From an optimization exercise on the open Yosys and OpenROAD flow, aimed at small area, a short achievable clock period and few clock cycles per item; shortcuts taken in it are not production practice.
Function was checked by simulation only, so behaviour that the tests miss may differ from the original.
Power and IR drop assume default switching activity.

==> flow/design.v <==
module JAM (
input              CLK,
input              RST,
output logic [2:0] W,
output logic [2:0] J,
input        [6:0] Cost,
output logic [3:0] MatchCount,
output logic [8:0] MinCost,
output logic       Valid
);
localparam logic [1:0] PRE  = 2'd0,
                       DFS  = 2'd1,
                       DONE = 2'd2;
logic [1:0] ph;
logic [7:0] c;            
logic       srch;
assign srch = (ph == DFS);
logic [6:0] u  [0:7];     
logic [6:0] v  [0:7];     
logic [7:0] Z  [0:7];     
logic [3:0] S  [0:7];     
logic [2:0] perm [0:7];   
logic [7:0] rm;           
logic [6:0] dl [0:7];     
logic [6:0] m;            
logic [6:0] xr;           
logic [6:0] Cost_r;
logic [5:0] a1, a3, a4;   
assign a4 = a1 - 6'd9;
assign a3 = {a1[5:3] - 3'd1, a1[2:0]};
logic p1, p3, p4;
assign p1 = (c >= 8'd2)  && (c <= 8'd65);
assign p3 = (c >= 8'd10) && (c <= 8'd73);
assign p4 = (c >= 8'd11) && (c <= 8'd74);
logic [2:0] L;            
logic       iv;           
logic [7:0] mask;         
logic [7:0] rmask;        
logic [2:0] col [0:6];    
logic [8:0] D   [0:7];    
logic [5:0] minEx;        
logic       found;
logic [3:0] cnt;
logic       ev;
logic [2:0] ew, ej;
logic [7:0] em, erm;
logic [2:0] eW;
logic [9:0] E;            
logic [6:0] LBp, LBq;     
logic       espec;        
logic [2:0] aJ;           
logic       aiv;          
logic       apop;         
function automatic logic [2:0] ffs8(input logic [7:0] x);
    logic [2:0] r;
    r = 3'd0;
    for (int k = 7; k >= 0; k--)
        if (x[k]) r = k;
    ffs8 = r;
endfunction
function automatic logic [7:0] above(input logic [2:0] p);
    above = ~((8'd2 << p) - 8'd1);
endfunction
function automatic logic [7:0] low1(input logic [7:0] x);
    low1 = x & ~(x - 8'd1);
endfunction
function automatic logic [3:0] sat4(input logic [6:0] x);
    sat4 = (x > 7'd15) ? 4'd15 : x[3:0];
endfunction
logic [2:0] ui, vj;
logic [6:0] u_s, v_s;
assign u_s = u[ui];
assign v_s = v[vj];
logic [2:0] kz [0:7];
logic [3:0] kk [0:7];
always_comb
    for (int i = 0; i < 8; i++)
        kk[i] = rm[i] ? {1'b0, kz[i]} : 4'd15;
logic [3:0] k01, k23, k45, k67, k03, k47;
logic [2:0] i01, i23, i45, i67, i03, i47, ipick;
assign {k01, i01} = (kk[1] < kk[0]) ? {kk[1], 3'd1} : {kk[0], 3'd0};
assign {k23, i23} = (kk[3] < kk[2]) ? {kk[3], 3'd3} : {kk[2], 3'd2};
assign {k45, i45} = (kk[5] < kk[4]) ? {kk[5], 3'd5} : {kk[4], 3'd4};
assign {k67, i67} = (kk[7] < kk[6]) ? {kk[7], 3'd7} : {kk[6], 3'd6};
assign {k03, i03} = (k23 < k01) ? {k23, i23} : {k01, i01};
assign {k47, i47} = (k67 < k45) ? {k67, i67} : {k45, i45};
assign ipick      = (k47 < k03) ? i47 : i03;
logic [7:0] mc, ra;
assign mc = mask | (8'd1 << J);
assign ra = ~(rmask | (8'd1 << W));    
logic [3:0] gr [0:7];                 
always_comb
    for (int i = 0; i < 8; i++)
        gr[i] = (ra[i] && ((Z[i] & ~mc) == 8'd0)) ? S[i] : 4'd0;
logic       fwd;
logic [8:0] Dw, Dw_r;
assign fwd = srch && ev && espec && L == ew + 3'd1;
assign Dw  = fwd ? Dw_r : D[L];
logic [9:0] E_iss;
logic [6:0] LBp_iss, LBq_iss;
function automatic logic [13:0] csa(input logic [6:0] a, input logic [6:0] b, input logic [6:0] c);
    csa = {a ^ b ^ c, 7'(((a & b) | (a & c) | (b & c)) << 1)};
endfunction
logic [6:0] g7 [0:7];
logic [6:0] s1, c1, s2, c2, s3, c3, s4, c4, s5, c5;
always_comb begin
    for (int i = 0; i < 8; i++)
        g7[i] = {3'd0, gr[i]};
    {s1, c1} = csa(g7[0], g7[1], g7[2]);
    {s2, c2} = csa(g7[3], g7[4], g7[5]);
    {s3, c3} = csa(s1, c1, s2);
    {s4, c4} = csa(c2, g7[6], g7[7]);
    {s5, c5} = csa(s3, c3, s4);
    {LBp_iss, LBq_iss} = csa(s5, c5, c4);
end
assign E_iss = {1'b0, Dw} + {3'd0, u_s} + {3'd0, v_s};
logic       skipw;
logic [7:0] okw;
assign skipw = ({5'd0, S[W]} > Dw);
assign okw   = skipw ? Z[W] : 8'hff;
logic [7:0] sib_v, skipped;
assign sib_v   = ~mask & above(J) & okw;
assign skipped = ~mask & above(J) & ~okw;
logic [2:0] pc, Lp;
logic [7:0] pmask, pop_v;
assign Lp    = L - 3'd1;
assign pc    = fwd ? ej : col[Lp];
assign pmask = mask & ~(8'd1 << pc);
assign pop_v = ~mask & above(pc);
logic [10:0] Tr, ex_e;
logic [6:0] LBr;
assign LBr = LBp + LBq;    
assign Tr = {1'b0, E} - {4'd0, LBr};
logic pass_e;
assign pass_e = !Tr[10] && ({3'd0, Cost} <= Tr[9:0]);
assign ex_e = {4'd0, Cost} - Tr;
logic [9:0] Dn;
assign Dn = E - {3'd0, Cost};
logic [7:0] emd;
assign emd = em | (8'd1 << ej);
logic e_desc, e_leaf, e_rest;
assign e_desc = srch && ev && pass_e && !espec && ew != 3'd7;
assign e_leaf = srch && ev && pass_e && ew == 3'd7;
assign e_rest = srch && ev && !pass_e && espec;
logic       sq;            
assign sq = e_desc || e_rest;
logic [2:0] ewp, pcw, pWe;
assign ewp = ew - 3'd1;
assign pcw = col[ewp];
assign pWe = perm[ewp];
logic [6:0] mn;
assign mn = (a1[2:0] == 3'd0 || Cost_r < m) ? Cost_r : m;
logic lt, eq;
assign lt = (xr < u_s);
assign eq = (xr == u_s);
logic [5:0] ex_ev, exr, ex_s, exs, ex_min;
assign ex_ev = (srch && ev && !ex_e[10] && ex_e != 11'd0) ? ((ex_e[9:6] != 4'd0) ? 6'h3f : ex_e[5:0]) : 6'h3f;
assign ex_s  = (srch && iv && !sq && skipped != 8'd0) ? 6'({5'd0, S[W]} - Dw) : 6'h3f;
always_comb begin
    ex_min = minEx;
    if (exr < ex_min) ex_min = exr;
    if (exs < ex_min) ex_min = exs;
end
logic pre_last, pass_end, fin, acc;
assign pre_last = (ph == PRE) && (c == 8'd77);
assign pass_end = srch && !iv && !ev && L == 3'd0;
assign fin      = pass_end && found;
logic pe;                  
assign acc      = (ph == PRE) && ((c >= 8'd10 && c <= 8'd66 && c[2:0] == 3'd2) ||
                                  (c >= 8'd67 && c <= 8'd74));
logic step_sib, step_pop;
assign step_sib = iv && sib_v != 8'd0;
assign step_pop = !step_sib && L != 3'd0;
logic cur_zero, spec;
assign cur_zero = Z[W][J];
assign spec     = srch && iv && cur_zero && L != 3'd7;    
logic [2:0] L_nx, J_nx, W_nx;
logic [7:0] mask_nx, rmask_nx;
logic       iv_nx;
logic [2:0] J_alt;
logic       iv_alt, pop_alt;
always_comb begin
    J_alt   = J;
    iv_alt  = 1'b0;
    pop_alt = 1'b0;
    if (step_sib) begin
        J_alt   = ffs8(sib_v);
        iv_alt  = 1'b1;
    end else if (step_pop) begin
        J_alt   = ffs8(pop_v);
        iv_alt  = (pop_v != 8'd0);
        pop_alt = 1'b1;
    end
end
always_comb begin
    L_nx     = L;
    J_nx     = J;
    W_nx     = W;
    mask_nx  = mask;
    rmask_nx = rmask;
    iv_nx    = iv;
    if (ph == PRE) begin
        if (pre_last) begin
            L_nx     = 3'd0;
            J_nx     = 3'd0;
            W_nx     = perm[0];
            mask_nx  = 8'd0;
            rmask_nx = 8'd0;
            iv_nx    = 1'b1;
        end else begin
            W_nx = 3'(c + 8'd1);
            J_nx = 3'((c + 8'd1) >> 3);
        end
    end else if (srch) begin
        if (e_desc) begin
            L_nx     = ew + 3'd1;
            W_nx     = perm[ew + 3'd1];
            J_nx     = ffs8(~emd);
            mask_nx  = emd;
            rmask_nx = erm | (8'd1 << eW);
            iv_nx    = 1'b1;
        end else if (e_rest) begin
            J_nx   = aJ;
            iv_nx  = aiv;
            if (apop) begin
                L_nx     = ewp;
                W_nx     = pWe;
                mask_nx  = em & ~(8'd1 << pcw);
                rmask_nx = erm & ~(8'd1 << pWe);
            end else begin
                L_nx     = ew;
                W_nx     = eW;
                mask_nx  = em;
                rmask_nx = erm;
            end
        end else if (spec) begin
            L_nx     = L + 3'd1;
            W_nx     = perm[L + 3'd1];
            J_nx     = ffs8(~mc);
            mask_nx  = mc;
            rmask_nx = rmask | (8'd1 << W);
        end else if (step_sib) begin
            J_nx   = J_alt;
        end else if (step_pop) begin
            L_nx     = Lp;
            W_nx     = perm[Lp];
            J_nx     = J_alt;
            mask_nx  = pmask;
            rmask_nx = rmask & ~(8'd1 << perm[Lp]);
            iv_nx    = iv_alt;
        end else if (iv || ev) begin
            iv_nx = 1'b0;    
        end else if (!found && pe) begin
            J_nx     = 3'd0;
            W_nx     = perm[0];
            mask_nx  = 8'd0;
            rmask_nx = 8'd0;
            iv_nx    = 1'b1;
        end
    end
end
always_ff @(posedge CLK) begin
    ui     <= (ph == PRE && !pre_last) ? a3[2:0] : W_nx;
    vj     <= (ph == PRE && !pre_last) ? 3'((a3 + 6'd1) >> 3) : J_nx;
    Cost_r <= Cost;
end
always_ff @(posedge CLK or posedge RST) begin
    if (RST) begin
        ph      <= PRE;
        c       <= 8'd0;
        a1      <= 6'd62;
        pe      <= 1'b0;
        L       <= 3'd0;
        W       <= 3'd0;
        J       <= 3'd0;
        iv      <= 1'b0;
        ev      <= 1'b0;
        mask    <= 8'd0;
        rmask   <= 8'd0;
        minEx   <= 6'h3f;
        exr     <= 6'h3f;
        exs     <= 6'h3f;
        found   <= 1'b0;
        cnt     <= 4'd0;
        MinCost <= 9'd0;
    end else begin
        L <= L_nx;
        W <= W_nx;
        J <= J_nx;
        if (c != 8'd84) begin
            c  <= c + 8'd1;
            a1 <= a1 + 6'd1;
        end
        if (acc || fin)
            MinCost <= MinCost + ((ph == PRE) ? {2'd0, (c <= 8'd66) ? m : (lt ? xr : u_s)} : D[0]);
        mask  <= mask_nx;
        rmask <= rmask_nx;
        iv    <= iv_nx;
        case (ph)
        PRE: begin
            if (pre_last)
                ph <= DFS;
        end
        DFS: begin
            pe    <= pass_end && !pe;
            minEx <= (pass_end && pe && !found) ? 6'h3f : ex_min;
            exr   <= ex_ev;
            exs   <= ex_s;
            if (e_leaf) begin
                found <= 1'b1;
                cnt   <= cnt + 4'd1;
            end
            ev <= !sq && iv;
            if (fin)
                ph <= DONE;
        end
        default: ;
        endcase
    end
end
always_ff @(posedge CLK) begin
    ew  <= L;
    ej  <= J;
    eW  <= W;
    em  <= mask;
    erm <= rmask;
    E   <= E_iss;
    LBp <= LBp_iss;
    LBq <= LBq_iss;
    espec <= spec;
    aJ    <= J_alt;
    aiv   <= iv_alt;
    apop  <= pop_alt;
    m <= mn;
    if (p1 && a1[2:0] == 3'd7)
        v[a1[5:3]] <= mn;
    for (int k = 7; k > 0; k--) dl[k] <= dl[k-1];
    dl[0] <= Cost_r;
    xr <= dl[7] - v_s;
    if (p4) begin
        if (a4[5:3] == 3'd0 || lt) begin
            u[a4[2:0]] <= xr;
            S[a4[2:0]] <= (a4[5:3] == 3'd0) ? 4'd15 : sat4(u_s - xr);
            Z[a4[2:0]] <= 8'd1 << a4[5:3];
            kz[a4[2:0]] <= 3'd1;
        end else if (eq) begin
            Z[a4[2:0]][a4[5:3]] <= 1'b1;
            if (kz[a4[2:0]] != 3'd7)
                kz[a4[2:0]] <= kz[a4[2:0]] + 3'd1;
        end else if (sat4(xr - u_s) < S[a4[2:0]]) begin
            S[a4[2:0]] <= sat4(xr - u_s);
        end
    end
    if (c == 8'd75)
        rm <= 8'hff;
    if (c >= 8'd76 && c <= 8'd83) begin
        perm[c[2:0] - 3'd4] <= ipick;
        rm[ipick]           <= 1'b0;
    end
    if (pre_last)
        D[0] <= 9'd0;
    else if (pass_end && pe && !fin)
        D[0] <= D[0] + {3'd0, minEx};
    if (srch && ev) begin
        if (ew != 3'd7)
            col[ew] <= ej;
        if (ew != 3'd7)
            D[ew + 3'd1] <= Dn[8:0];
    end
    Dw_r <= Dw;
end
assign Valid = (ph == DONE);
assign MatchCount = cnt;
endmodule
==> flow/run.sh <==
#!/bin/bash
# synth_recipe.tcl (not shown) runs the flow's synth.tcl, then flattens the netlist and writes it again
# the make line also repeats each setting of config.mk as NAME=value (left out here)
make -C /OpenROAD-flow-scripts/flow DESIGN_CONFIG=/design/flow/config.mk WORK_HOME=/design/flow/orfs CLKGATE_MAP_FILE= SYNTH_SCRIPT=/design/flow/synth_recipe.tcl finish
==> flow/config.mk <==
export PLATFORM = sky130hd
export DESIGN_NAME = JAM
export DESIGN_NICKNAME = JAM
export VERILOG_FILES = /design/flow/design.v
export SDC_FILE = /design/flow/constraint.sdc
export NUM_CORES = 4
export LEC_CHECK = 0
export ABC_AREA = 1
export CAP_MARGIN = 20
export CORE_MARGIN = 2
export CORE_UTILIZATION = 40
export CTS_BUF_LIST = sky130_fd_sc_hd__clkbuf_16
export CTS_CLUSTER_DIAMETER = 80
export CTS_CLUSTER_SIZE = 34
export SETUP_SLACK_MARGIN = 5
export SLEW_MARGIN = 20
==> flow/constraint.sdc <==
create_clock -name core_clock -period 10.0 [get_ports {CLK}]
set_input_delay 2.0000 -clock core_clock [delete_from_list [all_inputs] [get_ports {CLK}]]
set_output_delay 2.0000 -clock core_clock [all_outputs]
set_load 0.01 [all_outputs]
==> results by group <==
Min path
  • HP Start: dl[3][3]
  • Hold path cells: 0
  • Worst min path class: reg -> reg
  • Hold Path End: dl[4][3]

Yosys
  • Synth area leader: edfxtp_1
  • Syn Area/Cell: 8.83 sq um
  • Synth warn: 5
  • Unique cell type count in the Yosys netlist: 68
  • Post-synth EDFFs: 349
  • Sequential area share after synthesis: 50.2%
  • Mapped Cells: 3479
  • Top cell type's share of synthesized area: 34.1%
  • Seq cells post-synth: 576
  • Top post-synthesis cells by area: edfxtp_1 (34%), dfxtp_1 (9.8%), nand2_1 (7.7%), ha_1 (5.9%), inv_1 (5.8%)
  • Ys async rst share: 13.2%
  • Post-synth top flop: edfxtp_1
  • Post-Syn Nets: 3674
  • Post-Syn Area: 30700 sq um

Timing
  • RSZ-0062 raised after global routing: true
  • Slew Limit Fails: 0
  • FMAX: 208 MHz
  • Worst slew pin tran: 1.13 ns
  • Min cycle time layout: 4.82 ns
  • Final worst slack: 5.18 ns
  • Post-Route Skew: 0.0562 ns
  • Fin crit share: 48.2%
  • Fin. Hold Viols: 0
  • Slew headroom: 24.6%
  • Setup_tns: 0 ns
  • Final setup vio count: 0

Floorplan
  • Top-Level Pins: 29
  • Initial Util: 40.4%
  • CORE AREA: 75900 sq um
  • Die height: 281 um
  • DIE WIDTH: 281 um
  • Core Rows: 101
  • DIE AREA: 79000 sq um

Route
  • Avg WL per Cell: 19.7 um
  • Via count: 24600
  • ANT nets after route: 0
  • DR vias/cell: 5.38
  • # DRC: 0
  • DR iter-0 viols: 2604
  • WL final: 90.0 mm
  • DR pass1 iterations: 8

Clock tree
  • # hold bufs at CTS: 0
  • CTS tree: yes
  • CTS Root Cell: clkbuf_16
  • Clock Pin Slew Worst Setup and Hold Paths: 0.12 ns
  • CTS buffer count: 34
  • Clock sinks: 576
  • CTS H-tree depth: 2
  • CTS Buffer Depth: 3
  • Clock Latency Late Sink: 0.61 ns

Placement
  • Post-placement cell count: 4452
  • Hpwl dp: 66.0 mm
  • Pre-CTS setup slack: 3.47 ns
  • Post-DP Area: 32000 sq um
  • Port bufs: 28
  • RD Place Congestion: 0.939

Power
  • Leak Pwr: 14.5 nW
  • Largest vdd supply drop: 0.000133 V
  • Power per cell area: 163 nW/um^2

Layout
  • Proportion of layout cells with a drive suffix above 1: 8.27%
  • P&R area growth vs syn: 12.0%
  • Non-Filler Instances: 4561
  • Layout fillers: 7267
  • Final net count: 3700
  • Fin area: 34400 sq um

Worst setup path
  • Reg2reg start: J[1]
  • R2R Path End: LBp[1]
  • Flop2flop setup slack: 5.18 ns
  • CP Max Fanout: 11
  • Data required, critical path: 10.47 ns
  • Critical path, cell by cell: inv_1 > nor2_1 > inv_1 > nor2_1 > inv_1 > nand2_1 > inv_1 > a221oi_1 > nand3_1 > nor2_1 > fa_1 > fa_1 > inv_1 > fa_1 > inv_1 > fa_1
  • Worst endpoint data arrival time: 5.28 ns
  • Startpoint Class: flop
  • Crit path top cell by count: inv_1
  • CP max-delay cell: a221oi_1
  • Critical Path Max Stage Delay: 0.59 ns
  • Crit path kind: reg -> reg
  • CP endpoint kind: flop
  • Worst Reg2Reg Path Length in Cells: 16

GRT
  • GR met3 Demand/Resource: 2.82%
  • GRT overflow: 0
  • Vias in the first global route: 22800
  • Gr busiest metal: met2
  • Total GRT Usage: 22.3%
  • Met2 Use GR: 36.1%
  • Largest net degree at the start of global routing: 66
  • M1 GR Usage: 31.2%
  • First-pass GRT wire length: 136 mm
  • Initial antenna violation count: 2

Status
  • Status: timing/DRC/antenna clean

Job
  • Max-cap violations: 0
-- cells in the mapped netlist (all sizes together), types with 50 or more instances --
master    n
clkbuf   79
o22ai    57
edfxtp  349
dfxtp   151
xor2     50
o21ai   299
nand3   151
dfrtp    53
ha      146
nor2    451
nand2   640
a21oi   169
inv     486
-- metrics by stage --
step                hold WS, ns  total power (W)  util [%]
floorplan                 0.310          0.00352         -
global placement          0.310          0.00385      42.2
detailed placement        0.312          0.00386      42.2
CTS                       0.325          0.00558      44.2
global route              0.329          0.00589      45.3
finish                    0.326          0.00561      45.3
-- critical path, delay by kind of cell (launching register included) --
kind	cells	cell delay [ns]
fa+ha+maj	4	1.98
simple gates	5	0.94
buf+inv	6	0.62
compound gates	1	0.59
flops	1	0.56
-- routing by layer --
layer	wire (um)	up-vias
met4	2690	0
met5	0	-
met2	41800	842
met3	5430	144
li1	-	11800
met1	40200	11800
-- where the power goes --
group / switching [W] / total, W / internal (W)
Combinational: 0.000712 / 0.00112 / 0.000408
Sequential: 0.000118 / 0.00278 / 0.00266
Clock: 0.000963 / 0.00172 / 0.000754
-- cell type report --
| class | count | area (sq um) | share of cell area, % |
|---|---|---|---|
| clock inverters | 26 | 432 | 1.25 |
| repair buffers | 94 | 920 | 2.67 |
| well taps | 1030 | 1290 | 3.75 |
| multi-input cells | 2305 | 13500 | 39.3 |
| inverters | 493 | 1910 | 5.56 |
| flip-flops and latches | 576 | 15400 | 44.9 |
| repair inverters | 1 | 5.00 | 0.0146 |
| clock buffers | 35 | 876 | 2.55 |
| diodes | 1 | 2.50 | 0.00728 |
-- state kept, by name, summed over array words and instances (netlist names), 9 cells and up, named ones only --
signal / cells
dl: 56
col: 21
D: 72
perm: 24
MinCost: 9
E: 10
Z: 64
S: 32
u: 56
kz: 24
Dw_r: 9
v: 56
-- layout by cell type, fill, tap and decap left out, drive strengths merged, types with 6 or more instances in the layout --
cell / count
a211oi: 7
a21oi: 169
a221oi: 18
a22oi: 23
a31oi: 16
buf: 62
clkbuf: 39
clkdlybuf4s50: 28
clkinv: 15
dfrtp: 53
dfstp: 23
dfxtp: 151
edfxtp: 349
fa: 40
ha: 146
inv: 499
nand2: 645
nand3: 153
nand4: 18
nor2: 451
nor3: 32
nor4: 6
o2111ai: 7
o211ai: 26
o21a: 6
o21ai: 299
o21bai: 11
o221ai: 9
o22ai: 57
o32ai: 33
or2: 13
xnor2: 19
xor2: 50
-- logic make-up (layout without fill, tap and decap cells) --
family | Yosys count | count (layout) | synth area share, %
AND/OR/NAND/NOR | 1329 | 1336 | 17.7
AO/OA/AOI/OAI | 709 | 709 | 13.7
buffers and inverters | 605 | 649 | 7.63
flip-flops | 576 | 576 | 50.2
adder cells (fa/ha/maj) | 186 | 186 | 8.55
XOR/XNOR | 69 | 69 | 1.97
multiplexers | 5 | 5 | 0.175
other | 0 | 1 | 0
-- how the worst max path moves through the flow --
stage                     slack (ns)          to  startpoint  depth (start not counted)
after CTS                       5.01        flop        W[0]                         25
after global placement          3.61     mask[0]       ew[0]                         27
after global routing            4.93    rmask[2]     Cost[0]                         24
final                           5.18      LBp[1]        J[1]                         16
after floorplan                 5.03  MinCost[8]        flop                         33
after detailed placement        3.47    rmask[2]       ew[0]                         27
-- timing repair --
action,4_1_cts,5_1_grt
gates resized for setup,47,104
pin swaps,2,23
gates cloned,1,11
setup endpoints to repair,209,144
setup buffers,3,32
endpoints found under the hold margin,0,0
Testbench counts, summed over its fixed seeds: cycles 4,803, jobs 24.

## port drivers added, routing unchanged
The results above use ideal ports. As a check the final layout listed here was re-extracted and re-timed, cells and wires unchanged.
Step 1 assumes that a clkbuf_16 drives the clock port and a buf_2 every other input.
Step 2 adds t to the input delays and takes it off the output delays; t is the mean of the earliest and latest rising clock arrival at the registers after step 1. Input paths then give back, and output paths get back, about the clock's delay inside the block.
Slacks: ideal ports / drivers / drivers and shift; pairs: ideal ports / drivers.
t, ns: 0.649
setup WS [ns]: 5.184 / 5.184 / 4.612
worst register clock-pin slew, ns: 0.12 / 0.12
After both steps this run still meets setup and hold. The setup slack of this run moves by 0.000 ns with the drivers and by -0.572 ns with both steps.
